Source: an optimization exercise on an open RTL-to-GDS flow (aim: small area, a short achievable clock period and few clock cycles). Production flows keep margins and buffers that such runs may drop. Only simulation tests tie the RTL to the original design; equivalence was not proved.

## design/flow/run.sh

```bash
#!/bin/bash
# synth_recipe.tcl (not shown) runs the flow's synth.tcl, then flattens the netlist and writes it again
# the make line also repeats each setting of config.mk as NAME=value (left out here)
make -C /OpenROAD-flow-scripts/flow DESIGN_CONFIG=/design/flow/config.mk WORK_HOME=/design/flow/orfs CLKGATE_MAP_FILE= SYNTH_SCRIPT=/design/flow/synth_recipe.tcl finish
```

## design/flow/config.mk

```make
export PLATFORM = sky130hd
export DESIGN_NAME = SOBEL
export DESIGN_NICKNAME = SOBEL
export VERILOG_FILES = /design/flow/design.v
export SDC_FILE = /design/flow/constraint.sdc
export NUM_CORES = 4
export LEC_CHECK = 0
export ABC_CLOCK_PERIOD_IN_PS = 2200
export CAP_MARGIN = 20
export CORE_MARGIN = 2
export CORE_UTILIZATION = 40
export CTS_BUF_LIST = sky130_fd_sc_hd__clkbuf_8
export CTS_CLUSTER_SIZE = 30
export SETUP_SLACK_MARGIN = 2.2
export SLEW_MARGIN = 20
```

## design/flow/constraint.sdc

```tcl
create_clock -name core_clock -period 5.0 [get_ports {clk}]
set_input_delay 1.0000 -clock core_clock [delete_from_list [all_inputs] [get_ports {clk}]]
set_output_delay 1.0000 -clock core_clock [all_outputs]
set_load 0.01 [all_outputs]
```

## design/flow/design.v

```verilog
`timescale 1ns/10ps
module  SOBEL(clk,reset,busy,ready,iaddr,idata,cdata_rd,cdata_wr,caddr_rd,caddr_wr,cwr,crd,csel	);
input				clk;
input				reset;
output	reg 		busy;
input				ready;
output 	reg [16:0]		iaddr;
input  	[7:0]		idata;
input	[7:0]		cdata_rd;
output	reg [7:0]		cdata_wr;
output 	[15:0]		caddr_rd;
output 	reg [15:0]	caddr_wr;
output	reg         cwr;
output              crd;
output 	reg [1:0]	csel;
assign caddr_rd = 16'd0;
assign crd = 1'b0;
wire rmid = csel == 2'd3;
wire rbot = csel == 2'd1;
wire top  = csel == 2'd3;
reg ptop;        
reg pbot;        
reg vnext;       
reg started;     
wire rowend = caddr_wr[7:0] == 8'd254;    
wire done   = top & cwr & (&caddr_wr);
reg [8:0]  idr;   
reg [9:0]  N;     
reg [9:0]  S1;    
reg [9:0]  S2;    
reg [8:0]  K;     
reg [8:0]  D1;    
reg [10:0] G2;    
reg [7:0]  ybuf;
wire [8:0]  d0  = ~K;                                    
wire [9:0]  nsum = (ptop ? 10'd0 : N) + {1'b0, idr};
wire [8:0]  ksum = K + idr;
wire [10:0] gx   = {1'b0, S2} - {1'b0, N};               
wire [10:0] gy   = G2 + {{2{d0[8]}}, d0};
wire [10:0] g2n  = {{2{D1[8]}}, D1} + {d0[8], d0, 1'b0};
wire [8:0]  csum = {1'b0, cdata_wr} + {1'b0, ybuf} + 9'd1;
wire [7:0] xc = gx[10] ? 8'd0 : (|gx[9:8]) ? 8'hff : gx[7:0];
wire [7:0] yc = gy[10] ? 8'd0 : (|gy[9:8]) ? 8'hff : gy[7:0];
always @(posedge clk) begin
    idr <= rmid ? {idata, 1'b0} : {1'b0, idata};
    N <= nsum;
    if (ptop) begin
        S1 <= N;
        S2 <= S1;
        D1 <= d0;
        G2 <= g2n;
        K  <= ~idr;
    end else if (pbot) begin
        K  <= ksum;
    end
    cdata_wr <= ptop ? xc : ybuf;
    ybuf     <= ptop ? yc : csum[8:1];
end
always @(posedge clk or posedge reset) begin
    if (reset) begin
        busy     <= 1'b0;
        csel     <= 2'd0;
        ptop     <= 1'b0;
        pbot     <= 1'b0;
        iaddr    <= 17'd0;
        caddr_wr <= 16'd0;
        cwr      <= 1'b0;
        vnext    <= 1'b0;
        started  <= 1'b0;
    end else if (busy) begin
        csel  <= done ? 2'd0 : {~csel[1] | ~csel[0], csel[1]};
        ptop  <= csel == 2'd2;
        pbot  <= csel == 2'd1;
        iaddr <= rbot ? iaddr + 17'h1FDFD + {16'd0, rowend} : iaddr + 17'd258;
        if (top) begin
            cwr      <= vnext & ~done;
            vnext    <= ~rowend & started;
            started  <= started | iaddr[0];
            if (cwr) caddr_wr <= caddr_wr + 16'd1;
            if (done) busy <= 1'b0;
        end
    end else if (ready & ~started) begin
        busy <= 1'b1;
        csel <= 2'd2;
    end
end
endmodule
```

==> results.cfg, run 1 <==
[floorplan]
start_util = 0.404
die-area_mm2 = 0.0190
die_w_um = 138
dieHeight_um = 138
rows = 49
core_mm2 = 0.0178
ios = 81

[run_status]
outcome = timing/DRC/antenna clean

[logic_synthesis]
synthFlopType = edfxtp_1
synthTopCellsByArea = edfxtp_1 (20%), dfrtp_1 (14%), ha_1 (10%), dfxtp_1 (9.8%), xnor2_1 (5.2%)
synth_area_leader_cell = edfxtp_1
synth_edf_count = 49
ys_ff_latch = 125
synthesis.area_mm2 = 0.00718
ys_seq_area_frac = 0.445
synthCells = 700
avgSynthCellArea_um2 = 10.3
yosysWarnings = 1
synth_top_area_frac = 0.205
async_flop_share = 0.328
synthDistinctLibCells = 70

[clocking]
path_clk_slew_ps = 70
clkLatencyLatePin_ps = 440
htreeDepth = 4
cts_sinks = 125
tritoncts = yes
cts-buffers-inserted = 17
max-clock-path-buffers = 2
root_buffer = clkbuf_8

[finish]
nFillCells = 1643
final_common_cell = ha_1
nets = 849
layout_common_cells = ha_1 (59), nand2_1 (56), clkdlybuf4s50_1 (55)
fin_cells = 1007
diodes = 0
area_growth_pct = 18.0
layout-drive-gt1-share = 0.0938

[sta]
rsz0062_at_grt = false
max_freq_ghz = 0.378
period_minus_slack_ps = 2650
final.setup.tns_ps = 0
worst_slew_pin_slew_ps = 812
setup_violations = 0
skew_ps = 11.1
min_period_over_period = 0.529
worst_hold_slack_ps = 420
fin_ws_ps = 2350
slew_headroom = 0.457
finalMaxSlewViolations = 0
hold_violations = 0

[critical_path]
reg2reg_depth = 10
max_stage_delay_ps = 610
r2r-end = ybuf[2]
crit_buf_inv = 1
timing.rr.start = K[0]
path_max_fanout = 27
critical-path-slowest-cell = dfrtp_4
worstSetupStartpointType = flip-flop
cp.arrival_ps = 1650
worstSetupStartpoint = busy
endpoint_kind = output pin
crit_chain = clkdlybuf4s50_1
critPathKind = flip-flop to output pin
cp_top_family = flip-flops
cp.required_ps = 4000
reg2reg_slack_ps = 2380

[detailed_routing]
wl_per_cell_um = 14.8
drt-total-wl_um = 14900
drt_iter0_markers = 306
vias = 5306
ant_nets = 0
firstDrtPassIters = 4
routed_via_density = 5.27
drc = 0

[placed_design]
dp_cells = 970
port_buffers = 55
post-place-ws_ps = 2020
gp_congestion = 0.871
dp.final_hpwl_um = 10900

[grt]
grt_first_pass_wirelength_um = 25500
grt_max_degree = 55
antenna_found_initial = 0
grt_usage = 0.162
grt_remaining_overflow = 0
grt_pass1_vias = 5253

[run]
maxCapViolations = 0

[worst_hold_path]
min_path_cells = 0
hold_path_end = S2[8]
hold_path.startpoint = S1[8]
hold_class = flip-flop to flip-flop
cell usage after synthesis, types with 9 or more instances:
cell	instances
nand2_1	56
nor2_1	54
nand3_1	16
edfxtp_1	49
xor2_1	21
inv_1	37
nor2b_1	13
a21o_1	11
and3_1	9
nand2b_1	10
nor3_1	17
a2111oi_0	10
o211ai_1	9
a21oi_1	33
dfxtp_1	35
nand4_1	11
buf_4	17
ha_1	59
o21ai_0	11
xnor2_1	43
o21ai_1	18
dfrtp_1	41
metrics by stage:
stage / utilization / area [um^2]
after global routing: 0.477 / 8470
after detailed placement: 0.444 / 7900
after CTS: 0.471 / 8370
after global placement: 0.444 / 7900
after floorplan: - / 7300
final: 0.477 / 8470
final cells by class:
class / instances / area, um^2 / share of cell area
clock buffers: 17 / 234 / 0.0276
clock inverters: 15 / 206 / 0.0244
inverters: 39 / 146 / 0.0173
multi-input cells: 520 / 3790 / 0.447
flip-flops and latches: 125 / 3210 / 0.378
well taps: 229 / 287 / 0.0338
repair buffers: 62 / 607 / 0.0716
worst register-to-register path: stages (launching register included):
cell and delay (ps):
edfxtp_1 420, inv_2 100, ha_1 170, inv_1 50, fa_1 390, nand2b_1 200
a21oi_2 240, o211a_4 240, a311oi_4 160, a2111oi_2 370, o22ai_1 150
routing by layer:
layer / share of wire / track usage
met1: 0.45 / 0.205
met2: 0.48 / 0.263
met3: 0.058 / 0.0499
met4: 0.016 / 0.0580
met5: 0 / 0
sequential cells by signal (all words and copies together) (netlist names), 2 cells and up:
name / count
D1: 9
G2: 11
K: 9
N: 10
S1: 10
S2: 10
caddr_wr: 16
cdata_wr: 8
csel: 2
iaddr: 17
idr: 9
ybuf: 8
kinds of logic after synthesis:
family	count (synthesis)	synth area share
other	1	0.000522
adder cells (fa/ha/maj)	65	0.119
XOR/XNOR	64	0.0780
flip-flops	125	0.445
multiplexers	12	0.0179
AO/OA/AOI/OAI	146	0.138
AND/OR/NAND/NOR	216	0.150
buffers and inverters	71	0.0505
what timing repair did:
item | CTS | global route
pin swaps | 1 | 4
gates resized for setup | 8 | 15
hold buffers | 0 | 0
gates cloned | 0 | 0
setup buffers | 0 | 5
endpoints found under the setup margin | 9 | 19
how the worst max path moves through the flow:
stage,endpoint,depth (start not counted)
2_1_floorplan,N[9],11
3_5_place_dp,ybuf[3],10
4_1_cts,ybuf[2],10
3_3_place_gp,ybuf[3],10
5_1_grt,ybuf[2],10
6_report,busy,1
Testbench counts, summed over its fixed seeds: cycles 789,544.
==> run 2: changes to the inputs <==
--- a/design/flow/config.mk
+++ b/design/flow/config.mk
@@ -7,3 +7,2 @@
 export LEC_CHECK = 0
-export ABC_CLOCK_PERIOD_IN_PS = 2200
 export CAP_MARGIN = 20
==> run 2 against run 1 <==
Compared with the run above:
- non-clock buffer count did not move
- worst hold slack unchanged
- fmax is the same
- worst setup slack unchanged
- via count unchanged
- global-route usage did not move
- cell area unchanged
- count of clock-buffer cells in the layout did not move
==> results.cfg, run 2 <==
[finish]
nFillCells = 1643
multi_input_area_mm2 = 0.00379
diodes = 0
layout-drive-gt1-share = 0.0938
final_core_util = 0.477
reg_top3 = iaddr (17), caddr_wr (16), G2 (11)
nets = 849
final_common_cell = ha_1
regMostFlops = iaddr
layout_common_cells = ha_1 (59), nand2_1 (56), clkdlybuf4s50_1 (55)
register_area_mm2 = 0.00321
largest_register_ffs = 17
area_growth_pct = 18.0
fin_cells = 1007

[sta]
min_period_over_period = 0.529
max_freq_ghz = 0.378
hold_violations = 0
worst_slew_pin_slew_ps = 812
finalMaxSlewViolations = 0
rsz0062_at_grt = false
setup_violations = 0
period_minus_slack_ps = 2650
fin_ws_ps = 2350
skew_ps = 11.1
final.setup.tns_ps = 0
slew_headroom = 0.457

[logic_synthesis]
ys_seq_area_frac = 0.445
synth_edf_count = 49
synthDistinctLibCells = 70
synthTopCellsByArea = edfxtp_1 (20%), dfrtp_1 (14%), ha_1 (10%), dfxtp_1 (9.8%), xnor2_1 (5.2%)
ys_ff_latch = 125
async_flop_share = 0.328
synth.most_common_cell = ha_1
synthTopCellsByCount = ha_1 (59), nand2_1 (56), nor2_1 (54)
synth_area_leader_cell = edfxtp_1
yosysWarnings = 1
synthesis.area_mm2 = 0.00718
synth_top_area_frac = 0.205
avgSynthCellArea_um2 = 10.3
synthCells = 700
synthFlopType = edfxtp_1

[clocking]
tritoncts = yes
clkLatencyLatePin_ps = 440
cts_sinks = 125
path_clk_slew_ps = 70
max-clock-path-buffers = 2
htreeDepth = 4
root_buffer = clkbuf_8
hold_buffers = 0
cts-buffers-inserted = 17

[critical_path]
critical-path-slowest-cell = dfrtp_4
cp.arrival_ps = 1650
worstSetupStartpoint = busy
path_max_fanout = 27
crit_buf_inv = 1
critPathKind = flip-flop to output pin
reg2reg_depth = 10
cp.required_ps = 4000
cp-endpoint = busy
crit_chain = clkdlybuf4s50_1
worstSetupStartpointType = flip-flop
crit_cells = 1
cp_top_family = flip-flops
endpoint_kind = output pin
max_stage_delay_ps = 610
r2r-end = ybuf[2]
timing.rr.start = K[0]
reg2reg_slack_ps = 2380

[grt]
grt_max_degree = 55
grt_first_pass_wirelength_um = 25500
grt_pass1_vias = 5253
grt_usage = 0.162
antenna_found_initial = 0
grt_remaining_overflow = 0

[placed_design]
dp.final_hpwl_um = 10900
gp_congestion = 0.871
port_buffers = 55
post-place-ws_ps = 2020
dp_cells = 970

[run_status]
outcome = timing/DRC/antenna clean

[detailed_routing]
routed_via_density = 5.27
vias = 5306
ant_nets = 0
firstDrtPassIters = 4
drc = 0
drt-total-wl_um = 14900
drt_iter0_markers = 306
wl_per_cell_um = 14.8

[floorplan]
die_w_um = 138
dieHeight_um = 138
rows = 49
ios = 81
die-area_mm2 = 0.0190
core_mm2 = 0.0178
start_util = 0.404

[run]
maxCapViolations = 0

[worst_hold_path]
hold_class = flip-flop to flip-flop
run 2: cell counts in the layout (fill, tap and decap cells not counted):
No cell type changed its count.
run 2: layer usage:
metal  global-route usage  wire [um]  vias to the layer above
li1                     -          -                     2641
met4               0.0580        236                        0
met2                0.263       7100                      134
met3               0.0499        861                       20
met1                0.205       6700                     2511
met5                    0          0                        -
run 2: what timing repair did:
| item | in CTS | in global routing |
|---|---|---|
| pin swaps | 1 | 4 |
| setup buffers | 0 | 5 |
| endpoints found under the setup margin | 9 | 19 |
| gates resized for setup | 8 | 15 |
| endpoints found under the hold margin | 0 | 0 |
run 2: worst min path at each step:
stage | to | slack [ps] | start | depth (start not counted)
6_report | S2[8] | 420 | S1[8] | 0
3_5_place_dp | S2[8] | 410 | S1[8] | 0
5_1_grt | S2[8] | 430 | S1[8] | 0
3_3_place_gp | S2[2] | 400 | S1[2] | 0
2_1_floorplan | G2[0] | 400 | D1[0] | 0
4_1_cts | S2[8] | 420 | S1[8] | 0
run 2: area by class of cell:
cell class                 count  area share
multi-input combinational    520       0.447
sequential                   125       0.378
timing repair buffer          62      0.0716
tap                          229      0.0338
clock buffer                  17      0.0276
clock inverter                15      0.0244
inverter                      39      0.0173
run 2: cells by family (layout without fill, tap and decap cells):
kind of cell / after synthesis / after routing / share of synthesized area
compound gates: 146 / 146 / 0.138
xor+xnor: 64 / 64 / 0.0780
fa+ha+maj: 65 / 65 / 0.119
buf+inv: 71 / 133 / 0.0505
flops: 125 / 125 / 0.445
mux: 12 / 12 / 0.0179
other cells: 1 / 17 / 0.000522
simple gates: 216 / 216 / 0.150
run 2: stage by stage:
| step | cell area, um^2 | hold slack (ps) |
|---|---|---|
| 6_report | 8470 | 420 |
| 3_5_place_dp | 7900 | 406 |
| 5_1_grt | 8470 | 430 |
| 4_1_cts | 8370 | 423 |
| 3_3_place_gp | 7900 | 400 |
| 2_1_floorplan | 7300 | 400 |
==> run 3: changes to the inputs <==
==> design/flow/flow/run.sh (new file) <==
#!/bin/bash
# The standard layout, with plain buffers (instead of delay cells) on the
# input and output ports. Each tool's output goes to its own log here.
set -euo pipefail
export BUFFER_PORTS_ARGS="-buffer_cell sky130_fd_sc_hd__buf_2"
bash standard.sh > standard.log 2>&1
==> design/flow/standard.sh (new file) <==
#!/bin/bash
# synth_recipe.tcl (not shown) runs the flow's synth.tcl, then flattens the netlist and writes it again
# the make line also repeats each setting of config.mk as NAME=value (left out here)
make -C /OpenROAD-flow-scripts/flow DESIGN_CONFIG=/design/flow/config.mk WORK_HOME=/design/flow/orfs CLKGATE_MAP_FILE= SYNTH_SCRIPT=/design/flow/synth_recipe.tcl "${@:-finish}"
removed: design/flow/run.sh
==> run 3 against run 2 <==
Compared with the run above:
- largest cell class unchanged
- worst hold slack lost 0.97 ps
- worst setup slack gained 13 ps
- non-clock buffer count down 1
- fmax increased by 0.51%
- highest routed layer unchanged
- count of clock-buffer cells in the layout rose by 4
- critical path type is now flip-flop to flip-flop
==> results.cfg, run 3 <==
[sta]
skew_ps = 12.2
period_minus_slack_ps = 2630
worst_slew_pin_slew_ps = 844
slew_headroom = 0.437
hold_violations = 0
finalMaxSlewViolations = 0
max_freq_ghz = 0.380
setup_violations = 0
rsz0062_at_grt = true
min_period_over_period = 0.527
final.setup.tns_ps = 0

[finish]
reg_top3 = iaddr (17), caddr_wr (16), G2 (11)
nets = 848
largest_register_ffs = 17
diodes = 0
final_core_util = 0.460
final_common_cell = ha_1
layout-drive-gt1-share = 0.166
layout_common_cells = ha_1 (59), nand2_1 (56), buf_2 (55)
regMostFlops = iaddr
fin_cells = 1006
area_growth_pct = 13.7

[grt]
grt_pass1_vias = 5135
grt_usage = 0.158
antenna_found_initial = 1
grt_remaining_overflow = 0
grt_max_degree = 46
grt_first_pass_wirelength_um = 24800

[floorplan]
core_mm2 = 0.0178
die-area_mm2 = 0.0190
rows = 49
ios = 81
start_util = 0.404
die_w_um = 138
dieHeight_um = 138

[logic_synthesis]
synth_top_area_frac = 0.205
synth.most_common_cell = ha_1
synthDistinctLibCells = 70
avgSynthCellArea_um2 = 10.3
synthTopCellsByCount = ha_1 (59), nand2_1 (56), nor2_1 (54)
yosysWarnings = 1
synthCells = 700
synthFlopType = edfxtp_1
synthTopCellsByArea = edfxtp_1 (20%), dfrtp_1 (14%), ha_1 (10%), dfxtp_1 (9.8%), xnor2_1 (5.2%)
synth_area_leader_cell = edfxtp_1
ys_seq_area_frac = 0.445
ys_ff_latch = 125
synth_edf_count = 49
async_flop_share = 0.328
synthesis.area_mm2 = 0.00718

[critical_path]
critPathKind = flip-flop to flip-flop
cp.required_ps = 5320
worstSetupStartpointType = flip-flop
endpoint_kind = flip-flop
cp.arrival_ps = 2950
max_stage_delay_ps = 660
cp_top_family = compound AO/OA/AOI/OAI gates
crit_chain = nor2b_1 -> ha_1 -> fa_1 -> a21o_1 -> a21oi_2 -> o21bai_1 -> a2111oi_0 -> nor3_1 -> xor2_1
crit_buf_inv = 0
critical-path-slowest-cell = dfrtp_4
path_max_fanout = 24

[clocking]
root_buffer = clkbuf_8
hold_buffers = 0
max-clock-path-buffers = 2
htreeDepth = 4
clkLatencyLatePin_ps = 430
tritoncts = yes
path_clk_slew_ps = 70
cts_sinks = 125
cts-buffers-inserted = 17

[detailed_routing]
wl_per_cell_um = 14.6
drc = 0
drt_iter0_markers = 254
routed_via_density = 5.25
ant_nets = 0
drt-total-wl_um = 14700
top_layer_used = met4
vias = 5283
route.met3.wl_um = 771
wl_met2_um = 6970
firstDrtPassIters = 5
met1_length_um = 6720

[placed_design]
port_buffers = 55
dp.final_hpwl_um = 10800
dp_cells = 970
gp_congestion = 0.862

[worst_hold_path]
hold_class = flip-flop to flip-flop

[run]
maxCapViolations = 0

[run_status]
outcome = timing/DRC/antenna clean
[run 3: cell counts after synthesis]
Identical to the previous run, type by type.
[run 3: timing repair]
action,4_1_cts,5_1_grt
pin swaps,1,3
setup endpoints to repair,8,18
setup buffers,0,4
resized for setup,4,21
[run 3: path summary, 6_finish.rpt]
path                        from           end  slack (ps)  cells after the start
setup / recovery            ptop          N[8]        2370                      9
hold / removal             S1[2]         S2[2]         420                      0
setup reg to reg            ptop          N[8]        2370                      9
hold reg to reg            S1[2]         S2[2]         420                      0
max in group asynchronous  reset          ptop        3900                      3
min in group asynchronous  reset  caddr_wr[14]         670                      3
[run 3: metal layers]
layer | vias to the layer above | global-route usage
met4 | 0 | 0.0585
met5 | - | 0
met1 | 2518 | 0.203
met3 | 19 | 0.0464
li1 | 2631 | -
met2 | 115 | 0.254
[run 3: cell families (layout without fill, tap and decap cells)]
family / Yosys count / in the layout / share of synthesized area
and+or+nand+nor: 216 / 216 / 0.150
AOI/OAI and AO/OA: 146 / 146 / 0.138
buffers and inverters: 71 / 132 / 0.0505
muxes: 12 / 12 / 0.0179
adders and majority gates: 65 / 65 / 0.119
other: 1 / 17 / 0.000522
DFF: 125 / 125 / 0.445
xor gates and xnor gates: 64 / 64 / 0.0780
[run 3: stage by stage]
step / setup slack, ps / area (um^2) / hold WS, ps
after floorplan: 2180 / 7300 / 400
after global placement: 2080 / 7620 / 400
after detailed placement: 2120 / 7620 / 405
after CTS: 2200 / 8020 / 423
after global routing: 2200 / 8170 / 430
final: 2370 / 8170 / 419
[run 3: final cells by class]
cell class / count / area [um^2]
flip-flops and latches: 125 / 3200
clock inverters: 11 / 91.3
well taps: 229 / 287
inverters: 39 / 146
multi-input cells: 520 / 3820
clock buffers: 21 / 289
fillers: 1667 / 9610
repair buffers: 61 / 340
[run 3: worst register-to-register path: stages (launching register included)]
cell,delay [ps]
dfrtp_4,660
nor2b_1,100
ha_1,220
fa_1,400
a21o_1,190
a21oi_2,170
o21bai_1,100
a2111oi_0,420
nor3_1,120
xor2_1,150
==> run 4: changes to the inputs <==
--- a/design/flow/config.mk
+++ b/design/flow/config.mk
@@ -12,3 +12,3 @@
 export CTS_CLUSTER_SIZE = 30
-export SETUP_SLACK_MARGIN = 2.2
+export SETUP_SLACK_MARGIN = 2.0
 export SLEW_MARGIN = 20
==> run 4 against run 3 <==
Compared with the run above:
- final cell count decreased by 0.40%
- synthesized cell count unchanged
- first-iteration DRC count increased by 12%
==> results.cfg, run 4 <==
[grt]
grt_usage = 0.158
grt_remaining_overflow = 0
grt_pass1_vias = 5254
grt_max_degree = 68
grt_first_pass_wirelength_um = 24700
antenna_found_initial = 0

[sta]
min_period_over_period = 0.574
final.setup.tns_ps = 0
period_minus_slack_ps = 2870
worst_slew_pin_slew_ps = 994
setup_violations = 0
rsz0062_at_grt = true
fin_ws_ps = 2130
skew_ps = 8.32
hold_violations = 0
finalMaxSlewViolations = 0
max_freq_ghz = 0.348
slew_headroom = 0.332

[finish]
final_core_util = 0.452
area_growth_pct = 11.7
nets = 844
final_common_cell = ha_1
register_area_mm2 = 0.00320
multi_input_area_mm2 = 0.00369
layout_common_cells = ha_1 (59), nand2_1 (56), buf_2 (55)
layout-drive-gt1-share = 0.138
fin_area_mm2 = 0.00803
fin_cells = 1002
diodes = 0
largest_register_ffs = 17
regMostFlops = iaddr
nFillCells = 1706
reg_top3 = iaddr (17), caddr_wr (16), G2 (11)

[critical_path]
max_stage_delay_ps = 460
cp_top_family = compound AO/OA/AOI/OAI gates
crit_chain = inv_1 -> ha_1 -> inv_1 -> fa_1 -> nand2b_1 -> a21oi_1 -> o211a_1 -> a311oi_1 -> a2111oi_1 -> o22ai_1
cp.required_ps = 5290
crit_cells = 10
r2r-end = ybuf[2]
critical-path-slowest-cell = a2111oi_1
critPathKind = flip-flop to flip-flop
reg2reg_slack_ps = 2130
endpoint_kind = flip-flop
worstSetupStartpointType = flip-flop
path_max_fanout = 8
crit_buf_inv = 2
cp.arrival_ps = 3160
worstSetupStartpoint = K[0]
crit_top_cell = inv_1
timing.rr.start = K[0]
cp-endpoint = ybuf[2]
reg2reg_depth = 10

[logic_synthesis]
synth_edf_count = 49
synthFlopType = edfxtp_1
async_flop_share = 0.328
synth_top_area_frac = 0.205
ys_ff_latch = 125
synthTopCellsByCount = ha_1 (59), nand2_1 (56), nor2_1 (54)
synth_area_leader_cell = edfxtp_1
ys_seq_area_frac = 0.445
synthTopCellsByArea = edfxtp_1 (20%), dfrtp_1 (14%), ha_1 (10%), dfxtp_1 (9.8%), xnor2_1 (5.2%)
yosysWarnings = 1
avgSynthCellArea_um2 = 10.3
synth.most_common_cell = ha_1
synthesis.area_mm2 = 0.00718
synthCells = 700
synthDistinctLibCells = 70

[clocking]
htreeDepth = 4
cts_sinks = 125
path_clk_slew_ps = 70
tritoncts = yes
hold_buffers = 0
cts-buffers-inserted = 17
max-clock-path-buffers = 2
root_buffer = clkbuf_8
clkLatencyLatePin_ps = 440
post_cts_buffers = 0

[floorplan]
die_w_um = 138
core_mm2 = 0.0178
die-area_mm2 = 0.0190
dieHeight_um = 138
start_util = 0.404
ios = 81
rows = 49

[detailed_routing]
drc = 0
routed_via_density = 5.29
drt_iter0_markers = 285
firstDrtPassIters = 4
ant_nets = 0
drt-total-wl_um = 14700
wl_per_cell_um = 14.7
vias = 5300

[placed_design]
placed_cell_area_mm2 = 0.00761
dp_cells = 970
port_buffers = 55
post-place-ws_ps = 2090
dp.final_hpwl_um = 10900
gp_congestion = 0.845

[worst_hold_path]
hold_class = flip-flop to flip-flop
min_path_cells = 0

[run_status]
outcome = timing/DRC/antenna clean

[run]
maxCapViolations = 0

[power_and_ir_drop]
run 4: cells by family (layout without fill, tap and decap cells):
kind of cell	count (synthesis)	count (layout)	synth area share
AOI/OAI and AO/OA	146	146	0.138
xor gates and xnor gates	64	64	0.0780
adders and majority gates	65	65	0.119
buffers and inverters	71	128	0.0505
DFF	125	125	0.445
muxes	12	12	0.0179
other	1	17	0.000522
and+or+nand+nor	216	216	0.150
run 4: per-stage QoR:
stage | hold WS, ps
floorplan | 400
global placement | 401
detailed placement | 407
CTS | 418
global route | 422
finish | 415
run 4: final cells by class:
class / instances / area share
clock buffer: 17 / 0.0291
clock inverter: 15 / 0.0224
inverter: 39 / 0.0182
multi-input combinational: 520 / 0.459
sequential: 125 / 0.399
tap: 229 / 0.0357
timing repair buffer: 57 / 0.0362
run 4: what timing repair did:
action	CTS	global route
gates resized for setup	0	4
endpoints found under the setup margin	0	6
endpoints found under the hold margin	0	0
run 4: worst min path at each step:
stage / startpoint / endpoint / slack (ps)
after global routing: S1[1] / S2[1] / 420
after detailed placement: S1[1] / S2[1] / 410
after CTS: S1[1] / S2[1] / 420
final: S1[1] / S2[1] / 410
after floorplan: D1[0] / G2[0] / 400
after global placement: D1[0] / G2[0] / 400
run 4: metal layers:
layer  share of wire  track usage  routed length, um  vias up
met5               0            0                  0        -
met4           0.025       0.0693                363        0
met3           0.047       0.0412                691       29
met2            0.48        0.265               7040      109
met1            0.45        0.191               6610     2539
li1                -            -                  -     2623
==> run 5: changes to the inputs <==
--- a/design/flow/config.mk
+++ b/design/flow/config.mk
@@ -12,3 +12,3 @@
 export CTS_CLUSTER_SIZE = 30
-export SETUP_SLACK_MARGIN = 2.0
+export SETUP_SLACK_MARGIN = 2.7
 export SLEW_MARGIN = 20
==> run 5 against run 4 <==
Compared with the run above:
- cell area is 12% higher
- area after synthesis stayed put
- fmax is 19% higher
- first-iteration DRC count is 12% higher
==> results.cfg, run 5 <==
[run_status]
outcome = timing/DRC/antenna clean

[grt]
grt_max_degree = 42
antenna_found_initial = 1
grt_usage = 0.167
grt_pass1_vias = 5473
grt_remaining_overflow = 0
grt_first_pass_wirelength_um = 26200

[sta]
setup_violations = 0
finalMaxSlewViolations = 0
period_minus_slack_ps = 2410
max_freq_ghz = 0.415
min_period_over_period = 0.482
rsz0062_at_grt = true
final.setup.tns_ps = 0
fin_ws_ps = 2590
slew_headroom = 0.546
skew_ps = 15.0
hold_violations = 0
worst_slew_pin_slew_ps = 674

[placed_design]
dp.final_hpwl_um = 11000
post-place-ws_ps = 2220
port_buffers = 55
placed_cell_area_mm2 = 0.00766
gp_congestion = 0.851

[critical_path]
critPathKind = flip-flop to flip-flop
path_max_fanout = 8
cp-endpoint = ybuf[6]
r2r-end = ybuf[6]
reg2reg_depth = 11
cp.arrival_ps = 2730
timing.rr.start = K[0]
cp.required_ps = 5310
worstSetupStartpoint = K[0]
reg2reg_slack_ps = 2590
endpoint_kind = flip-flop
worstSetupStartpointType = flip-flop

[clocking]
cts_sinks = 125
htreeDepth = 4
tritoncts = yes
root_buffer = clkbuf_8
clkLatencyLatePin_ps = 440
cts-buffers-inserted = 17
max-clock-path-buffers = 2
hold_buffers = 0
path_clk_slew_ps = 80

[logic_synthesis]
avgSynthCellArea_um2 = 10.3
ys_ff_latch = 125
yosysWarnings = 1
synthTopCellsByCount = ha_1 (59), nand2_1 (56), nor2_1 (54)
synth_top_area_frac = 0.205
synthCells = 700
async_flop_share = 0.328
synthTopCellsByArea = edfxtp_1 (20%), dfrtp_1 (14%), ha_1 (10%), dfxtp_1 (9.8%), xnor2_1 (5.2%)
ys_seq_area_frac = 0.445
synth.most_common_cell = ha_1
synth_edf_count = 49
synthesis.area_mm2 = 0.00718
synthDistinctLibCells = 70
synthFlopType = edfxtp_1
synth_area_leader_cell = edfxtp_1

[detailed_routing]
routed_via_density = 5.33
drt_iter0_markers = 319
wl_per_cell_um = 15.5
ant_nets = 0
vias = 5632
drt-total-wl_um = 16400
firstDrtPassIters = 4
drc = 0

[finish]
regMostFlops = iaddr
fin_area_mm2 = 0.00902
reg_top3 = iaddr (17), caddr_wr (16), G2 (11)
largest_register_ffs = 17
layout_common_cells = nand2_1 (55), buf_2 (55), nor2_1 (52)
register_area_mm2 = 0.00321
multi_input_area_mm2 = 0.00421
area_growth_pct = 25.5
nets = 898
nFillCells = 1604
layout-drive-gt1-share = 0.288

[floorplan]
rows = 49
die-area_mm2 = 0.0190
core_mm2 = 0.0178
dieHeight_um = 138
start_util = 0.404
die_w_um = 138
ios = 81

[run]
maxCapViolations = 0

[worst_hold_path]
hold_class = flip-flop to flip-flop
-- run 5: kinds of logic (layout without fill, tap and decap cells) --
| kind of cell | count (synthesis) | in the layout | synth area share |
|---|---|---|---|
| AOI/OAI and AO/OA | 146 | 146 | 0.138 |
| DFF | 125 | 125 | 0.445 |
| and+or+nand+nor | 216 | 216 | 0.150 |
| buffers and inverters | 71 | 182 | 0.0505 |
| muxes | 12 | 12 | 0.0179 |
| other | 1 | 18 | 0.000522 |
| xor gates and xnor gates | 64 | 64 | 0.0780 |
| adders and majority gates | 65 | 65 | 0.119 |
-- run 5: cell type report --
cell class                 instances  area share
antenna                            1    0.000278
clock buffer                      18      0.0275
clock inverter                    14      0.0143
inverter                          39      0.0168
multi-input combinational        520       0.467
sequential                       125       0.356
tap                              229      0.0318
timing repair buffer             111      0.0865
-- run 5: worst max-delay path: stages, from the launching register on --
cell and delay, ps:
edfxtp_1 410, inv_2 110, ha_4 140, inv_2 30, fa_2 330, nand2b_4 160
a21oi_4 180, o211a_4 240, a311oi_4 110, buf_12 180, a2111oi_4 270, o22ai_1 110
-- run 5: timing repair --
action | in CTS | in global routing
gates cloned | 0 | 0
pin swaps | 27 | 32
setup endpoints to repair | 43 | 27
gates resized for setup | 70 | 34
buffers inserted | 37 | 17
-- run 5: layer usage --
metal  GRT usage  vias up  share of wire
li1            -     2749              -
met1       0.202     2717           0.44
met2       0.281      138           0.49
met3      0.0485       28          0.052
met4      0.0709        0          0.021
met5           0        -              0
-- run 5: how the worst min path moves through the flow --
stage	startpoint	endpoint	slack, ps	cells after the start
final	S1[3]	S2[3]	420	0
after global routing	S1[3]	S2[3]	420	0
after CTS	S1[3]	S2[3]	420	0
after detailed placement	S1[3]	S2[3]	410	0
after global placement	S1[9]	S2[9]	400	0
after floorplan	D1[0]	G2[0]	400	0
-- run 5: per-stage QoR --
| stage | hold WS [ps] | instances | utilization |
|---|---|---|---|
| detailed placement | 406 | 970 | 0.431 |
| global placement | 400 | 970 | 0.431 |
| global route | 423 | 1056 | 0.507 |
| finish | 418 | 1057 | 0.507 |
| floorplan | 400 | 716 | - |
| CTS | 420 | 1039 | 0.488 |
==> run 6: changes to the inputs <==
--- a/design/flow/config.mk
+++ b/design/flow/config.mk
@@ -12,3 +12,3 @@
 export CTS_CLUSTER_SIZE = 30
-export SETUP_SLACK_MARGIN = 2.7
+export SETUP_SLACK_MARGIN = 2.4
 export SLEW_MARGIN = 20
==> run 6 against run 5 <==
Compared with the run above:
- routed wire length down 7.5%
- worst setup slack got worse by 130 ps
- global-route usage is 0.66 points lower
- clock skew is 4.2 ps lower
- area after synthesis unchanged
- non-clock buffer count is 46 lower
- register-to-register slack worse by 130 ps
- count of clock-buffer cells in the layout stayed put
- still clean
- synthesized cell count unchanged
- fmax shrank 5.1%
- via count is 5.9% lower
==> results.cfg, run 6 <==
[run_status]
outcome = timing/DRC/antenna clean

[critical_path]
critical-path-slowest-cell = a311oi_4
crit_chain = inv_1 -> ha_1 -> o211ai_1 -> a21oi_4 -> o211a_4 -> a311oi_4 -> a211oi_1 -> a22oi_1
worstSetupStartpointType = flip-flop
crit_buf_inv = 1
endpoint_kind = flip-flop
critPathKind = flip-flop to flip-flop
cp.arrival_ps = 2900
max_stage_delay_ps = 690
cp.required_ps = 5360
cp_top_family = compound AO/OA/AOI/OAI gates
path_max_fanout = 8

[clocking]
max-clock-path-buffers = 2
clkLatencyLatePin_ps = 440
root_buffer = clkbuf_8
tritoncts = yes
hold_buffers = 0
cts-buffers-inserted = 17
path_clk_slew_ps = 70
cts_sinks = 125
htreeDepth = 4

[grt]
grt_pass1_vias = 5229
grt_max_degree = 68
grt_usage = 0.161
grt_remaining_overflow = 0
antenna_found_initial = 2
grt_first_pass_wirelength_um = 25200

[finish]
layout-drive-gt1-share = 0.186
fin_area_mm2 = 0.00838
area_growth_pct = 16.6
reg_top3 = iaddr (17), caddr_wr (16), G2 (11)
nFillCells = 1654
final_common_cell = ha_1
layout_common_cells = ha_1 (59), nand2_1 (56), buf_2 (55)
largest_register_ffs = 17
nets = 852
regMostFlops = iaddr
fin_cells = 1012

[logic_synthesis]
async_flop_share = 0.328
synth_area_leader_cell = edfxtp_1
synth.most_common_cell = ha_1
synthesis.area_mm2 = 0.00718
synth_edf_count = 49
synthTopCellsByArea = edfxtp_1 (20%), dfrtp_1 (14%), ha_1 (10%), dfxtp_1 (9.8%), xnor2_1 (5.2%)
yosysWarnings = 1
avgSynthCellArea_um2 = 10.3
ys_seq_area_frac = 0.445
synth_top_area_frac = 0.205
synthDistinctLibCells = 70
synthTopCellsByCount = ha_1 (59), nand2_1 (56), nor2_1 (54)
synthCells = 700
ys_ff_latch = 125
synthFlopType = edfxtp_1

[worst_hold_path]
hold_class = flip-flop to flip-flop

[sta]
min_period_over_period = 0.508
max_freq_ghz = 0.393
setup_violations = 0
worst_slew_pin_slew_ps = 727
rsz0062_at_grt = true
slew_headroom = 0.516
period_minus_slack_ps = 2540
hold_violations = 0
finalMaxSlewViolations = 0
skew_ps = 10.9
final.setup.tns_ps = 0

[floorplan]
dieHeight_um = 138
rows = 49
core_mm2 = 0.0178
ios = 81
die-area_mm2 = 0.0190
start_util = 0.404
die_w_um = 138

[placed_design]
port_buffers = 55
placed_cell_area_mm2 = 0.00762
dp_cells = 970
dp.final_hpwl_um = 10900
gp_congestion = 0.858

[run]
maxCapViolations = 0

[detailed_routing]
drt-total-wl_um = 15200
drt_iter0_markers = 280
firstDrtPassIters = 5
drc = 0
vias = 5297
ant_nets = 0
wl_per_cell_um = 15.0
routed_via_density = 5.23
## run 6: cell counts after synthesis
No cell type changed its count.
## run 6: final timing paths
| kind | start | endpoint | slack, ps | depth (start not counted) |
|---|---|---|---|---|
| hold / removal | S1[0] | S2[0] | 420 | 0 |
| setup / recovery | K[3] | ybuf[7] | 2460 | 8 |
| max in group asynchronous | reset | ptop | 3930 | 3 |
| min in group asynchronous | reset | iaddr[15] | 670 | 3 |
| hold reg to reg | S1[0] | S2[0] | 420 | 0 |
| setup reg to reg | K[3] | ybuf[7] | 2460 | 8 |
## run 6: logic make-up after synthesis
| group | Yosys count | share of synthesized area |
|---|---|---|
| multiplexers | 12 | 0.0179 |
| AO/OA/AOI/OAI | 146 | 0.138 |
| buffers and inverters | 71 | 0.0505 |
| AND/OR/NAND/NOR | 216 | 0.150 |
| flip-flops | 125 | 0.445 |
| XOR/XNOR | 64 | 0.0780 |
| other | 1 | 0.000522 |
| adder cells (fa/ha/maj) | 65 | 0.119 |
## run 6: layout make-up
cell class                      count  area [um^2]  area share
Multi-Input combinational cell    520         3910       0.467
Antenna cell                        2         5.00    0.000597
Timing Repair Buffer               65          358      0.0427
Sequential cell                   125         3200       0.382
Tap cell                          229          287      0.0342
Clock buffer                       18          248      0.0296
Inverter                           39          149      0.0178
Clock inverter                     14          214      0.0255
## run 6: what timing repair did
action,CTS,global route
buffers inserted,2,6
pin swaps,3,9
endpoints found under the setup margin,19,20
gates resized for setup,23,25
## run 6: stage by stage
step / setup slack [ps] / hold slack [ps] / util
after floorplan: 2180 / 400 / -
after global placement: 2120 / 401 / 0.429
after detailed placement: 2130 / 406 / 0.429
after CTS: 2410 / 425 / 0.461
after global routing: 2260 / 438 / 0.471
final: 2460 / 424 / 0.471
## run 6: layer usage
metal	part of all wire	track usage	wire, um
met5	0	0	0
met4	0.018	0.0575	278
met3	0.054	0.0475	814
met2	0.48	0.259	7280
met1	0.45	0.207	6780
==> run 7: changes to the inputs <==
--- a/design/flow/config.mk
+++ b/design/flow/config.mk
@@ -10,4 +10,5 @@
 export CORE_UTILIZATION = 40
-export CTS_BUF_LIST = sky130_fd_sc_hd__clkbuf_8
-export CTS_CLUSTER_SIZE = 30
+export CTS_BUF_LIST = sky130_fd_sc_hd__clkbuf_16
+export CTS_CLUSTER_DIAMETER = 150
+export CTS_CLUSTER_SIZE = 40
 export SETUP_SLACK_MARGIN = 2.4
==> run 7 against run 6 <==
Compared with the run above:
- still clean on timing, DRC and antenna
- worst hold slack worse by 4.0 ps
- critical path depth up 4
- first-iteration DRC count up 11%
- non-clock buffer count up 3
- routed wire length up 1.9%
- largest cell class unchanged
- highest routed layer unchanged
==> results.cfg, run 7 <==
[logic_synthesis]
async_flop_share = 0.328
synth.most_common_cell = ha_1
avgSynthCellArea_um2 = 10.3
synth_top_area_frac = 0.205
synthFlopType = edfxtp_1
synthDistinctLibCells = 70
synthCells = 700
ys_ff_latch = 125
synthesis.area_mm2 = 0.00718
synthTopCellsByCount = ha_1 (59), nand2_1 (56), nor2_1 (54)
synth_edf_count = 49
synthTopCellsByArea = edfxtp_1 (20%), dfrtp_1 (14%), ha_1 (10%), dfxtp_1 (9.8%), xnor2_1 (5.2%)
yosysWarnings = 1
synth_area_leader_cell = edfxtp_1
ys_seq_area_frac = 0.445

[sta]
skew_ps = 6.37
rsz0062_at_grt = true
finalMaxSlewViolations = 0
min_period_over_period = 0.508
hold_violations = 0
setup_violations = 0
final.setup.tns_ps = 0
max_freq_ghz = 0.394
worst_slew_pin_slew_ps = 624
slew_headroom = 0.584
period_minus_slack_ps = 2540

[critical_path]
worstSetupStartpointType = flip-flop
cp.required_ps = 5340
timing.rr.start = K[0]
critPathKind = flip-flop to flip-flop
reg2reg_depth = 12
worstSetupStartpoint = K[0]
path_max_fanout = 8
cp.arrival_ps = 2880
endpoint_kind = flip-flop

[floorplan]
start_util = 0.404
core_mm2 = 0.0178
rows = 49
die-area_mm2 = 0.0190
ios = 81
die_w_um = 138
dieHeight_um = 138

[clocking]
htreeDepth = 4
root_buffer = clkbuf_16
tritoncts = yes
hold_buffers = 0
cts_sinks = 125
path_clk_slew_ps = 60
clkLatencyLatePin_ps = 420
cts-buffers-inserted = 17
max-clock-path-buffers = 2

[detailed_routing]
drt_iter0_markers = 311
wl_per_cell_um = 15.2
ant_nets = 0
vias = 5349
firstDrtPassIters = 4
drc = 0
routed_via_density = 5.27
drt-total-wl_um = 15400

[grt]
grt_max_degree = 68
antenna_found_initial = 2
grt_remaining_overflow = 0
grt_usage = 0.163
grt_pass1_vias = 5231
grt_first_pass_wirelength_um = 25400

[finish]
largest_register_ffs = 17
nets = 855
final_common_cell = ha_1
regMostFlops = iaddr
layout-drive-gt1-share = 0.194
final_core_util = 0.485
fin_cells = 1015
area_growth_pct = 19.9
layout_common_cells = ha_1 (59), nand2_1 (56), buf_2 (55)
reg_top3 = iaddr (17), caddr_wr (16), G2 (11)

[placed_design]
dp.final_hpwl_um = 10900
port_buffers = 55
dp_cells = 970
gp_congestion = 0.858

[run]
maxCapViolations = 0

[run_status]
outcome = timing/DRC/antenna clean

[worst_hold_path]
hold_path.startpoint = S1[1]
min_path_cells = 0
hold_class = flip-flop to flip-flop
-- run 7: area by class of cell --
type / count / area (um^2)
inverters: 39 / 149
repair buffers: 68 / 388
well taps: 229 / 287
multi-input cells: 520 / 3940
clock buffers: 17 / 425
fillers: 1630 / 9170
clock inverters: 15 / 218
diodes: 2 / 5.00
flip-flops and latches: 125 / 3200
-- run 7: per-stage QoR --
stage          hold slack (ps)  area, um^2  worst slack [ps]
2_1_floorplan              400        7300              2180
3_3_place_gp               401        7620              2120
3_5_place_dp               406        7620              2130
4_1_cts                    419        8360              2350
5_1_grt                    432        8610              2320
6_report                   420        8610              2460
-- run 7: layer usage --
layer | vias to the layer above | track usage | wire [um]
met5 | - | 0 | 0
met4 | 0 | 0.0628 | 336
met3 | 30 | 0.0464 | 791
met2 | 120 | 0.262 | 7410
met1 | 2544 | 0.208 | 6910
li1 | 2655 | - | -
-- run 7: path summary, 6_finish.rpt --
path,endpoint,slack (ps)
max,ybuf[7],2460
min,S2[1],420
max reg2reg,ybuf[7],2460
min reg2reg,S2[1],420
max in group asynchronous,ptop,3910
min in group asynchronous,iaddr[15],700
-- run 7: logic make-up after synthesis --
kind of cell    synth area share
other cells             0.000522
simple gates               0.150
xor+xnor                  0.0780
mux                       0.0179
compound gates             0.138
fa+ha+maj                  0.119
buf+inv                   0.0505
flops                      0.445
-- run 7: critical path, stage by stage (launching register included) --
cell and delay, ps:
edfxtp_1 410, inv_2 90, ha_1 160, inv_1 60, fa_2 360, nand2b_4 180, a21oi_4 210, o211a_4 230
buf_4 120, mux2i_2 240, a311oi_4 50, buf_6 170, a22oi_1 160
-- run 7: what timing repair did --
action                     CTS  global route
setup buffers                3             8
setup endpoints to repair   19            20
pin swaps                    3            11
gates resized for setup     17            39
==> run 8: changes to the inputs <==
--- a/design/flow/design.v
+++ b/design/flow/design.v
@@ -9,3 +9,3 @@
 input	[7:0]		cdata_rd;
-output	reg [7:0]		cdata_wr;
+output	[7:0]		cdata_wr;
 output 	[15:0]		caddr_rd;
@@ -24,3 +24,3 @@
 reg started;     
-wire rowend = caddr_wr[7:0] == 8'd254;    
+reg  rowend;     
 wire done   = top & cwr & (&caddr_wr);
@@ -33,3 +33,4 @@
 reg [10:0] G2;    
-reg [7:0]  ybuf;
+reg [10:0] cw;    
+reg [10:0] ybuf;  
 wire [8:0]  d0  = ~K;                                    
@@ -40,5 +41,5 @@
 wire [10:0] g2n  = {{2{D1[8]}}, D1} + {d0[8], d0, 1'b0};
-wire [8:0]  csum = {1'b0, cdata_wr} + {1'b0, ybuf} + 9'd1;
-wire [7:0] xc = gx[10] ? 8'd0 : (|gx[9:8]) ? 8'hff : gx[7:0];
-wire [7:0] yc = gy[10] ? 8'd0 : (|gy[9:8]) ? 8'hff : gy[7:0];
+wire [7:0]  yc   = ybuf[10] ? 8'd0 : (|ybuf[9:8]) ? 8'hff : ybuf[7:0];
+wire [9:0]  csum = {1'b0, cdata_wr, 1'b1} + {1'b0, yc, 1'b1};   
+assign cdata_wr = cw[10] ? 8'd0 : (|cw[9:8]) ? 8'hff : cw[7:0];
 always @(posedge clk) begin
@@ -55,4 +56,4 @@
     end
-    cdata_wr <= ptop ? xc : ybuf;
-    ybuf     <= ptop ? yc : csum[8:1];
+    cw   <= ptop ? gx : {3'd0, yc};
+    ybuf <= ptop ? gy : {3'd0, csum[9:2]};
 end
@@ -69,2 +70,3 @@
         started  <= 1'b0;
+        rowend   <= 1'b0;
     end else if (busy) begin
@@ -79,2 +81,3 @@
             if (cwr) caddr_wr <= caddr_wr + 16'd1;
+            rowend   <= caddr_wr[7:0] == (cwr ? 8'd253 : 8'd254);
             if (done) busy <= 1'b0;
--- a/design/flow/config.mk
+++ b/design/flow/config.mk
@@ -10,6 +10,5 @@
 export CORE_UTILIZATION = 40
-export CTS_BUF_LIST = sky130_fd_sc_hd__clkbuf_16
-export CTS_CLUSTER_DIAMETER = 150
-export CTS_CLUSTER_SIZE = 40
-export SETUP_SLACK_MARGIN = 2.4
+export CTS_BUF_LIST = sky130_fd_sc_hd__clkbuf_8
+export CTS_CLUSTER_SIZE = 30
+export SETUP_SLACK_MARGIN = 2.6
 export SLEW_MARGIN = 20
==> run 8 against run 7 <==
Compared with the run above:
- first-iteration DRC count decreased by 18%
- routed wire length shrank 5.9%
- worst hold slack got worse by 3.7 ps
==> results.cfg, run 8 <==
[critical_path]
path_max_fanout = 7
max_stage_delay_ps = 330
critical-path-slowest-cell = dfxtp_2
crit_top_cell = or2_4
cp.arrival_ps = 1420
timing.rr.start = K[0]
endpoint_kind = output pin
cp.required_ps = 4000
crit_chain = or2_4 -> nor2_2 -> or2_4 -> inv_2 -> buf_6
worstSetupStartpoint = cw[9]
critPathKind = flip-flop to output pin
worstSetupStartpointType = flip-flop

[logic_synthesis]
synth.most_common_cell = nor2_1
synthCells = 730
ys_ff_latch = 132
synthTopCellsByArea = edfxtp_1 (20%), dfrtp_1 (14%), dfxtp_1 (11%), ha_1 (9.9%), xnor2_1 (4.9%)
synthFlopType = edfxtp_1
avgSynthCellArea_um2 = 10.0
ys_seq_area_frac = 0.457
synth_area_leader_cell = edfxtp_1
synthTopCellsByCount = nor2_1 (73), ha_1 (58), nand2_1 (58)
synthesis.area_mm2 = 0.00732
synthDistinctLibCells = 68
async_flop_share = 0.318
synth_edf_count = 49
yosysWarnings = 1
synth_top_area_frac = 0.201

[detailed_routing]
firstDrtPassIters = 4
vias = 5203
drt_iter0_markers = 256
routed_via_density = 5.01
drt-total-wl_um = 14500
wl_per_cell_um = 14.0
ant_nets = 0
drc = 0

[run_status]
outcome = timing/DRC/antenna clean

[finish]
layout-drive-gt1-share = 0.217
nFillCells = 1717
area_growth_pct = 15.9
regMostFlops = iaddr
diodes = 0
final_common_cell = nor2_1
fin_cells = 1039
reg_top3 = iaddr (17), caddr_wr (16)
nets = 880
largest_register_ffs = 17
layout_common_cells = nor2_1 (66), nand2_1 (57), ha_1 (54), buf_2 (54), edfxtp_1 (49)

[sta]
period_minus_slack_ps = 2420
skew_ps = 11.9
slew_headroom = 0.554
setup_violations = 0
min_period_over_period = 0.484
final.setup.tns_ps = 0
rsz0062_at_grt = true
worst_slew_pin_slew_ps = 668
fin_ws_ps = 2580
hold_violations = 0
finalMaxSlewViolations = 0
max_freq_ghz = 0.413

[grt]
grt_first_pass_wirelength_um = 24100
antenna_found_initial = 0
grt_pass1_vias = 4959
grt_usage = 0.153
grt_remaining_overflow = 0
grt_max_degree = 43

[clocking]
max-clock-path-buffers = 2
htreeDepth = 4
hold_buffers = 0
clkLatencyLatePin_ps = 440
root_buffer = clkbuf_8
cts_sinks = 132
path_clk_slew_ps = 80
tritoncts = yes
cts-buffers-inserted = 17

[placed_design]
dp_cells = 992
post-place-ws_ps = 2220
gp_congestion = 0.793
dp.final_hpwl_um = 10200
port_buffers = 55

[floorplan]
ios = 81
start_util = 0.408
core_mm2 = 0.0180
die_w_um = 139
dieHeight_um = 139
die-area_mm2 = 0.0194
rows = 49

[run]
maxCapViolations = 0

[worst_hold_path]
hold_class = flip-flop to flip-flop
hold_path.startpoint = S1[4]
[run 8: cell count changes in the layout (fill, tap and decap cells not counted), moves of 6 or more]
cell	previous run	this run
o21ai_0	11	45
a311oi_1	7	0
o22ai_1	8	2
nor2_1	53	66
o21ai_1	18	5
clkbuf_8	0	18
o211ai_1	9	1
clkbuf_16	17	0
[run 8: final cells by class]
class,instances,area (um^2),share of cell area
multi-input combinational,532,3850,0.454
clock buffer,18,248,0.0292
timing repair buffer,72,433,0.0510
tap,229,287,0.0338
clock inverter,14,150,0.0177
sequential,132,3350,0.395
inverter,42,163,0.0192
[run 8: critical path, delay by kind of cell (launching register included)]
family | cells | cell delay (ps)
buffers and inverters | 2 | 150
DFF | 1 | 330
and+or+nand+nor | 3 | 500
[run 8: logic make-up (layout without fill, tap and decap cells)]
logic type / count (synthesis) / after routing / share of synthesized area
other cells: 1 / 17 / 0.000512
compound gates: 153 / 153 / 0.136
fa+ha+maj: 64 / 64 / 0.116
xor+xnor: 60 / 60 / 0.0718
mux: 15 / 15 / 0.0224
simple gates: 223 / 223 / 0.145
buf+inv: 82 / 146 / 0.0528
flops: 132 / 132 / 0.457
[run 8: path summary, 6_finish.rpt]
check                                   end  slack, ps  cells after the start
worst max register to register         K[8]       2610                      8
worst min-delay path                  S2[4]        420                      0
min in group asynchronous               cwr        690                      3
max in group asynchronous              ptop       3920                      3
worst min register to register        S2[4]        420                      0
worst max-delay path            cdata_wr[1]       2580                      5
[run 8: timing repair]
| item | 4_1_cts | 5_1_grt |
|---|---|---|
| pin swaps | 8 | 16 |
| buffers inserted | 6 | 9 |
| gates resized for setup | 17 | 31 |
| setup endpoints to repair | 19 | 25 |
[run 8: routing by layer]
| metal | track usage | vias up | part of all wire |
|---|---|---|---|
| met5 | 0 | - | 0 |
| li1 | - | 2698 | - |
| met3 | 0.0444 | 13 | 0.040 |
| met2 | 0.241 | 75 | 0.46 |
| met4 | 0.0452 | 0 | 0.011 |
| met1 | 0.206 | 2417 | 0.49 |
[run 8: per-stage QoR]
stage	hold slack, ps	utilization	instance area (um^2)
after detailed placement	405	0.433	7780
after floorplan	400	-	7480
final	416	0.472	8480
after CTS	417	0.462	8300
after global placement	401	0.433	7780
after global routing	427	0.472	8480
Testbench counts of run 8, summed over its fixed seeds: cycles 789,544.
==> run 9: changes to the inputs <==
--- a/design/flow/config.mk
+++ b/design/flow/config.mk
@@ -12,2 +12,3 @@
 export CTS_CLUSTER_SIZE = 30
+export PLACE_DENSITY = 0.75
 export SETUP_SLACK_MARGIN = 2.6
==> run 9 against run 8 <==
Compared with the run above:
- cell area shrank 0.84%
- synthesized cell count stayed put
- worst hold slack better by 5.8 ps
- critical path depth did not move
- critical path type unchanged
- via count rose by 3.0%
- worst setup slack improved by 5.5 ps
- final cell count unchanged
==> results.cfg, run 9 <==
[finish]
nets = 880
layout-drive-gt1-share = 0.206
diodes = 0
reg_top3 = iaddr (17), caddr_wr (16)
layout_common_cells = nor2_1 (65), nand2_1 (57), ha_1 (55)
final_common_cell = nor2_1
largest_register_ffs = 17
register_area_mm2 = 0.00335
multi_input_area_mm2 = 0.00381
regMostFlops = iaddr
nFillCells = 1642
area_growth_pct = 14.9

[logic_synthesis]
synthXorXnorAreaFrac = 0.0718
yosysWarnings = 1
synth.most_common_cell = nor2_1
synth_top_area_frac = 0.201
ys_ff_latch = 132
avgSynthCellArea_um2 = 10.0
synthMuxAreaShare = 0.0224
synth_top_family_by_area = simple AND/OR/NAND/NOR gates
synthAdderAreaFrac = 0.116
synthCells = 730
synth_area_leader_cell = edfxtp_1
synthesis.area_mm2 = 0.00732
synthDistinctLibCells = 68
async_flop_share = 0.318
synthTopCellsByArea = edfxtp_1 (20%), dfrtp_1 (14%), dfxtp_1 (11%), ha_1 (9.9%), xnor2_1 (4.9%)
synthFlopType = edfxtp_1
synth_compound_area_frac = 0.136
synthTopCellsByCount = nor2_1 (73), ha_1 (58), nand2_1 (58)
synth_edf_count = 49
synth-simple-area-share = 0.145
ys_seq_area_frac = 0.457

[clocking]
hold_buffers = 0
clkLatencyLatePin_ps = 440
max-clock-path-buffers = 2
cts_sinks = 132
htreeDepth = 4
cts-buffers-inserted = 17
root_buffer = clkbuf_8
path_clk_slew_ps = 80
tritoncts = yes

[placed_design]
gp_congestion = 0.839
port_buffers = 55
dp.final_hpwl_um = 10200

[sta]
period_minus_slack_ps = 2420
rsz0062_at_grt = true
final.setup.tns_ps = 0
setup_violations = 0
max_freq_ghz = 0.414
finalMaxSlewViolations = 0
worst_slew_pin_slew_ps = 763
slew_headroom = 0.491
skew_ps = 9.65
hold_violations = 0
min_period_over_period = 0.483

[critical_path]
crit_top_cell = or2_4
cp.required_ps = 4000
cp_top_family = simple AND/OR/NAND/NOR gates
worstSetupStartpoint = cw[9]
reg2reg_slack_ps = 2600
cp.arrival_ps = 1420
endpoint_kind = output pin
path_max_fanout = 7
crit_chain = or2_4 -> nor2_2 -> or2_4 -> inv_4 -> buf_6
worstSetupStartpointType = flip-flop
timing.rr.start = K[0]
max_stage_delay_ps = 320
critPathKind = flip-flop to output pin
critical-path-slowest-cell = dfxtp_2
crit_buf_inv = 2

[detailed_routing]
drt-total-wl_um = 14900
firstDrtPassIters = 4
vias = 5359
routed_via_density = 5.16
ant_nets = 0
wl_per_cell_um = 14.4
drt_iter0_markers = 240
drc = 0

[run]
maxCapViolations = 0

[grt]
grt_remaining_overflow = 0
grt_pass1_vias = 5121
grt_max_degree = 43
grt_usage = 0.151
antenna_found_initial = 0
grt_first_pass_wirelength_um = 24000

[run_status]
outcome = timing/DRC/antenna clean

[floorplan]
dieHeight_um = 139
core_mm2 = 0.0180
die-area_mm2 = 0.0194
ios = 81
die_w_um = 139
start_util = 0.408
rows = 49

[worst_hold_path]
hold_path.startpoint = S1[7]
hold_class = flip-flop to flip-flop
[run 9: cell counts after synthesis]
No cell type changed its count.
[run 9: cells by family after synthesis]
logic type / after synthesis
muxes: 15
other: 1
adders and majority gates: 64
and+or+nand+nor: 223
buffers and inverters: 82
xor gates and xnor gates: 60
DFF: 132
AOI/OAI and AO/OA: 153
[run 9: what timing repair did]
action	CTS	global route
pin swaps	8	10
setup buffers	6	9
endpoints found under the hold margin	0	0
setup endpoints to repair	18	22
resized for setup	20	20
[run 9: worst reg2reg max path: stages (launching register included)]
cell and delay, ps:
edfxtp_1 400, ha_2 200, fa_2 370, a211oi_4 250
o21bai_2 140, a2111oi_4 380, o31a_1 210, o21ai_2 60
xor2_1 150
[run 9: layout make-up]
| type | count | area share |
|---|---|---|
| clock buffer | 17 | 0.0278 |
| clock inverter | 15 | 0.0164 |
| inverter | 42 | 0.0196 |
| tap | 229 | 0.0341 |
| multi-input combinational | 532 | 0.452 |
| sequential | 132 | 0.398 |
| timing repair buffer | 72 | 0.0515 |
[run 9: final timing paths]
| kind | end | depth (start not counted) |
|---|---|---|
| worst max-delay path | cdata_wr[1] | 5 |
| worst min-delay path | S2[7] | 0 |
| worst max register to register | K[8] | 8 |
| worst min register to register | S2[7] | 0 |
| max in group asynchronous | ptop | 3 |
| min in group asynchronous | vnext | 3 |
[run 9: through the flow]
step | setup slack [ps] | hold WS [ps] | util | instance area [um^2] | instances
after detailed placement | 2250 | 405 | 0.433 | 7780 | 992
after global placement | 2310 | 401 | 0.433 | 7780 | 992
after global routing | 2490 | 433 | 0.468 | 8410 | 1039
after CTS | 2540 | 421 | 0.460 | 8260 | 1030
after floorplan | 2530 | 400 | - | 7480 | 746
final | 2580 | 422 | 0.468 | 8410 | 1039
[run 9: per-layer routing]
metal	vias up	track usage	wire length [um]
met5	-	0	0
met1	2528	0.192	6950
met3	23	0.0454	772
li1	2684	-	-
met4	0	0.0595	346
met2	124	0.244	6880
==> run 10: changes to the inputs <==
--- a/design/flow/config.mk
+++ b/design/flow/config.mk
@@ -13,3 +13,3 @@
 export PLACE_DENSITY = 0.75
-export SETUP_SLACK_MARGIN = 2.6
+export SETUP_SLACK_MARGIN = 2.2
 export SLEW_MARGIN = 20
==> run 10 against run 9 <==
Compared with the run above:
- still clean on timing, DRC and antenna
- final cell count is 1.2% lower
- worst hold slack worse by 2.2 ps
- register-to-register slack worse by 230 ps
- routed wire length is 4.7% lower
- critical path type unchanged
==> results.cfg, run 10 <==
[placed_design]
post-place-ws_ps = 2180
gp_congestion = 0.832
port_buffers = 55

[finish]
nets = 868
final_common_cell = nor2_1
diodes = 0
layout-drive-gt1-share = 0.152
nFillCells = 1630
multi_input_area_mm2 = 0.00366
register_area_mm2 = 0.00335
largest_register_ffs = 17
final_core_util = 0.457

[worst_hold_path]
hold_class = flip-flop to flip-flop
min_path_cells = 0

[clocking]
cts-buffers-inserted = 17
htreeDepth = 4
tritoncts = yes
cts_sinks = 132
path_clk_slew_ps = 80
root_buffer = clkbuf_8
clkLatencyLatePin_ps = 450

[sta]
rsz0062_at_grt = true
slew_headroom = 0.404
skew_ps = 9.76
final.setup.tns_ps = 0
setup_violations = 0
period_minus_slack_ps = 2640
finalMaxSlewViolations = 0
fin_ws_ps = 2360

[logic_synthesis]
synthTopCellsByArea = edfxtp_1 (20%), dfrtp_1 (14%), dfxtp_1 (11%), ha_1 (9.9%), xnor2_1 (4.9%)
ys_ff_latch = 132
ys_seq_area_frac = 0.457
synth_area_leader_cell = edfxtp_1
synth_top_area_frac = 0.201
synthDistinctLibCells = 68
synth.most_common_cell = nor2_1
avgSynthCellArea_um2 = 10.0
synthFlopType = edfxtp_1
synthCells = 730
async_flop_share = 0.318
yosysWarnings = 1
synthTopCellsByCount = nor2_1 (73), ha_1 (58), nand2_1 (58)

[detailed_routing]
vias = 5256
ant_nets = 0
routed_via_density = 5.12
firstDrtPassIters = 5
wl_per_cell_um = 13.9
drc = 0
drt-total-wl_um = 14200

[floorplan]
core_mm2 = 0.0180
die-area_mm2 = 0.0194
rows = 49
dieHeight_um = 139
die_w_um = 139
start_util = 0.408

[grt]
grt_usage = 0.153
antenna_found_initial = 0
grt_max_degree = 43
grt_pass1_vias = 5115
use_met1 = 0.197

[critical_path]
crit_buf_inv = 1
crit_chain = buf_2
max_stage_delay_ps = 930
endpoint_kind = output pin
crit_cells = 1
cp_top_family = flip-flops
path_max_fanout = 30

[run]
maxCapViolations = 0

[run_status]
outcome = timing/DRC/antenna clean
run 10: cell counts after synthesis:
Identical to the previous run, type by type.
run 10: worst paths after layout:
| path | startpoint | slack (ps) | endpoint |
|---|---|---|---|
| worst max-delay path | busy | 2360 | busy |
| worst min-delay path | S1[9] | 420 | S2[9] |
| worst max register to register | ptop | 2370 | N[8] |
| worst min register to register | S1[9] | 420 | S2[9] |
| max in group asynchronous | reset | 3930 | ptop |
| min in group asynchronous | reset | 670 | caddr_wr[7] |
run 10: stage by stage:
step / hold slack, ps / std cells
4_1_cts: 424 / 1026
3_5_place_dp: 405 / 993
5_1_grt: 429 / 1027
3_3_place_gp: 400 / 993
6_report: 420 / 1027
2_1_floorplan: 400 / 746
run 10: what timing repair did:
item | in CTS | in global routing
endpoints found under the hold margin | 0 | 0
setup buffers | 1 | 1
hold buffers | 0 | 0
gates resized for setup | 1 | 3
endpoints found under the setup margin | 2 | 4
run 10: final cells by class:
class / count / share of cell area
multi-input cells: 532 / 0.446
flip-flops and latches: 132 / 0.408
repair buffers: 60 / 0.0403
well taps: 229 / 0.0349
clock buffers: 18 / 0.0302
clock inverters: 14 / 0.0212
inverters: 42 / 0.0192
run 10: cells by family (layout without fill, tap and decap cells):
kind of cell    Yosys count  count (layout)  synth area share
flops                   132             132             0.457
mux                      15              15            0.0224
other cells               1              17          0.000512
fa+ha+maj                64              64             0.116
buf+inv                  82             134            0.0528
xor+xnor                 60              60            0.0718
simple gates            223             223             0.145
compound gates          153             153             0.136
run 10: per-layer routing:
layer	wire, um	up-vias
li1	-	2682
met1	6530	2428
met2	6570	131
met3	924	15
met4	218	0
met5	0	-
run 10: worst register-to-register path: stages, from the launching register on:
cell      delay, ps
dfrtp_4         580
buf_6           250
nor2b_1         170
ha_1            200
inv_1            60
fa_1            390
nor2b_1         130
o21ai_0         120
a21boi_1        200
o21ai_0         120
a21oi_1         190
xor2_1          150

re-timing with driven ports:
The flow's constraints put no driver on any port. The routed layouts listed below were extracted and timed again, unchanged, in two steps.
Step 1: set_driving_cell puts a clkbuf_16 on clk and a buf_2 on each other input, an assumption about the parent block.
Step 2 moves the port delays by t, midway between the first and last clock arrival at a register: inputs arrive t later, outputs are due t later. That takes back most of the time a late clock gives input paths.
Three values: ideal ports, drivers, drivers and shift; two values: the first two.
run | shift t [ns] | setup WS [ns] | clock arrival spread, ns
run 1 | 0.471 | 2.353 / 2.316 / 2.375 | 0.012 / 0.012
run 2 | 0.471 | 2.353 / 2.316 / 2.375 | 0.012 / 0.012
run 3 | 0.464 | 2.366 / 2.366 / 2.366 | 0.012 / 0.012
run 4 | 0.472 | 2.130 / 2.130 / 2.130 | 0.010 / 0.010
run 5 | 0.476 | 2.589 / 2.589 / 2.589 | 0.015 / 0.015
run 6 | 0.476 | 2.459 / 2.459 / 2.459 | 0.013 / 0.013
run 7 | 0.462 | 2.459 / 2.459 / 2.459 | 0.007 / 0.007
run 8 | 0.467 | 2.578 / 2.543 / 2.611 | 0.012 / 0.013
run 9 | 0.477 | 2.584 / 2.545 / 2.599 | 0.010 / 0.010
run 10 | 0.475 | 2.357 / 2.323 / 2.367 | 0.012 / 0.011
After both steps every run listed still meets setup and hold.
